Context: an optimization exercise on an open-source flow, tuned for small area, a short achievable clock period and few clock cycles. The choices shown serve that exercise and are no tape-out recipe. Only simulation tests tie the RTL to the original design; equivalence was not proved. Power and IR drop assume default switching activity.

== main ==
// LMFE
module LMFE ( clk, reset, Din, in_en, busy, out_valid, Dout, mem_cen, mem_wen, mem_addr, mem_d, mem_q);
input   clk;
input   reset;
input   in_en;
output  busy;
output  out_valid;
input   [7:0]  Din;
output  [7:0]  Dout;
output  mem_cen;
output  mem_wen;
output  [9:0]  mem_addr;
output  [7:0]  mem_d;
input   [7:0]  mem_q;
localparam S_PRE = 2'd0, S_RUN = 2'd1, S_FIN = 2'd2;
reg  [1:0]  state;
reg  [14:0] ldpos;       
reg  [2:0]  k;           
reg         busy_r, outv_r, cen_r, wen_r, seldin_r, accf;
reg  [9:0]  addr_r;
reg  [7:0]  din_r, dout_r;
assign busy      = busy_r;
assign out_valid = outv_r;
assign Dout      = dout_r;
assign mem_cen   = cen_r;
assign mem_wen   = wen_r;
assign mem_addr  = addr_r;
assign mem_d     = din_r;
wire [7:0] row6  = ldpos[14:7];
wire [6:0] ldcol = ldpos[6:0];
wire run = (state == S_RUN);
wire pre = (state == S_PRE);
wire [8:0] rr = {1'b0, row6} + {6'b0, k} - 9'd6;
wire rr_ok = ~rr[8] & ~rr[7];
  reg [7:0] P0;
  reg [7:0] P1;
  reg [7:0] P2;
  reg [7:0] P3;
  reg [7:0] P4;
  reg [7:0] P5;
  reg [7:0] P6;
  reg [7:0] P7;
  reg [7:0] P8;
  reg [7:0] P9;
  reg [7:0] P10;
  reg [7:0] P11;
  reg [7:0] P12;
  reg [7:0] P13;
  reg [7:0] P14;
  reg [7:0] P15;
  reg [7:0] P16;
  reg [7:0] P17;
  reg [7:0] P18;
  reg [7:0] P19;
  reg [7:0] P20;
  reg [7:0] P21;
  reg [7:0] P22;
  reg [7:0] P23;
  reg [7:0] P24;
  reg [7:0] P25;
  reg [7:0] P26;
  reg [7:0] P27;
  reg [7:0] P28;
  reg [7:0] P29;
  reg [7:0] P30;
  reg [7:0] P31;
  reg [7:0] P32;
  reg [7:0] P33;
  reg [7:0] P34;
  reg [7:0] P35;
  reg [7:0] P36;
  reg [7:0] P37;
  reg [7:0] P38;
  reg [7:0] P39;
  reg [7:0] P40;
  reg [7:0] P41;
  reg [7:0] P42;
  reg [7:0] P43;
  reg [7:0] P44;
  reg [7:0] P45;
  reg [7:0] P46;
  reg [7:0] P47;
  reg [7:0] P48;
  reg [7:0] P49;
  reg [7:0] P50;
  reg [7:0] P51;
  reg [7:0] P52;
  reg [7:0] P53;
  reg [7:0] P54;
  reg [7:0] P55;
  reg [7:0] P56;
  reg [7:0] P57;
  reg [7:0] P58;
  reg [7:0] P59;
  reg [7:0] P60;
  reg [7:0] P61;
  reg [7:0] P62;
wire [7:0] bus = seldin_r ? (in_en ? Din : 8'd0) : (cen_r ? 8'd0 : mem_q);
reg  [7:0] bus_rot;
always @(*) begin
  case (k)
      3'd0: bus_rot = {bus[7], bus[5], bus[4], bus[3], bus[2], bus[1], bus[0], bus[6]};
      3'd1: bus_rot = {bus[7], bus[1], bus[0], bus[6], bus[5], bus[4], bus[3], bus[2]};
  ...
export LEC_CHECK = 0
export CAP_MARGIN = 20
export CORE_MARGIN = 2
export CORE_UTILIZATION = 40
export CTS_BUF_LIST = sky130_fd_sc_hd__clkbuf_16
export CTS_CLUSTER_DIAMETER = 60
export CTS_CLUSTER_SIZE = 30
export SETUP_SLACK_MARGIN = 3.1
export SLEW_MARGIN = 20
create_clock -name core_clock -period 6.0 [get_ports {clk}]
standard.sh (not shown) runs the stock make flow with config.mk's settings and CLKGATE_MAP_FILE= SYNTH_SCRIPT=/design/flow/synth_recipe.tcl, a recipe that flattens the netlist after the stock synthesis.
==> flow/flow/run.sh <==
#!/bin/bash
# The standard layout (the standard.sh, unchanged synthesis script and
# settings from config.mk), except that Yosys does not extract full-adder
# cells: with ADDER_MAP_FILE empty, ORFS's synth.tcl skips extract_fa, so ABC
# maps the adder trees from plain gates (faster than sky130 fa_1 cells).
# Registers are unaffected.
set -euo pipefail
export ADDER_MAP_FILE=
bash standard.sh > standard.log 2>&1
Testbench counts of main, summed over its fixed seeds: cycles 1,381,296.
--- input diff main..the feature branch ---
-- flow/design.v --
<<< main, line 727
  assign y = ya + yb;
wire d = ~y[6];
wire [62:0] Fu = Flast & ~(tapl ^ {63{d}});
always @(posedge clk) begin
  F1 <= {F0[61:0], 1'b0};
  M1 <= M0;
  R1 <= R0;
  if (init) begin
    F0 <= {{(63-50){1'b0}}, finit, 1'b0};
    M0 <= minit;
    R0 <= {6'b0, d7};
    dout_r <= {Rlast, d};
  end else begin
    F0 <= {Fu[61:0], 1'b0};
    M0 <= d ? y[5:0] : mlast;
    R0 <= {Rlast[5:0], d};
  end
end
always @(posedge clk or posedge reset) begin
>>> the feature branch, line 727
  assign y = ya + yb;
wire d = ~y[6];
wire [62:0] Fu1 = Flast & tapl;
wire [62:0] Fu0 = Flast & ~tapl;
wire [62:0] Fi  = {{(63-50){1'b0}}, finit, 1'b0};
always @(posedge clk) begin
  F1 <= {F0[61:0], 1'b0};
  M1 <= M0;
  R1 <= R0;
  F0 <= d ? (init ? Fi : {Fu1[61:0], 1'b0}) : (init ? Fi : {Fu0[61:0], 1'b0});
  if (init) begin
    M0 <= minit;
    R0 <= {6'b0, d7};
  end else begin
    M0 <= d ? y[5:0] : mlast;
    R0 <= {Rlast[5:0], d};
  end
  dout_r <= {Rlast, d};    
end
always @(posedge clk or posedge reset) begin
--- outcome ---
The feature branch ended up with a higher highest clock rate than main did.
Core footprint on the feature branch is behind main.
The feature branch ended up with sreg[4]$_DFF_P_ as its endpoint of the most critical setup path; main ended up with F0[30]$_DFF_P_.
The feature branch ended up with sky130_fd_sc_hd__dfrtp_4 as its slowest stage cell on the critical path; main ended up with sky130_fd_sc_hd__xnor3_2.
In the metrics for the feature branch and main, the one carrying the higher total global-route track usage is main.
Logic gate share of total power: the feature branch > main
Summary of the comparison: data required time at the worst endpoint is lower in the feature branch, relative to main.
Testbench counts of the feature branch, summed over its fixed seeds: cycles 1,381,296.

[static timing again, ports no longer ideal]
No port has a modelled driver above. Below, the same layouts with a new extraction and two added sets of constraints. Step 1 sets driving cells, clkbuf_16 on the clock port and buf_2 on the other inputs (assumed; they add their load-dependent delay and slew). Step 2, shift: input delay + t, output delay - t, t = (earliest + latest rising clock arrival at the registers) / 2. This alone moves slack from input paths to output paths. Three values: ideal, step 1, step 2; two values: the first two.
| run | t, ns | slack for setup (ns) | hold WS [ns] | worst setup path at the end | worst register clock-pin slew, ns |
|---|---|---|---|---|---|
| main | 0.638 | 3.082 / 3.082 / 2.823 | 0.301 / 0.301 / 0.301 | input to register | 0.11 / 0.11 |
| the feature branch | 0.635 | 3.221 / 3.221 / 2.733 | 0.318 / 0.318 / 0.318 | input to register | 0.11 / 0.11 |
After both steps every run listed still meets setup and hold. For the feature branch, which loses most, drivers alone change the setup slack by 0.000 ns; drivers and shift together by -0.488 ns.
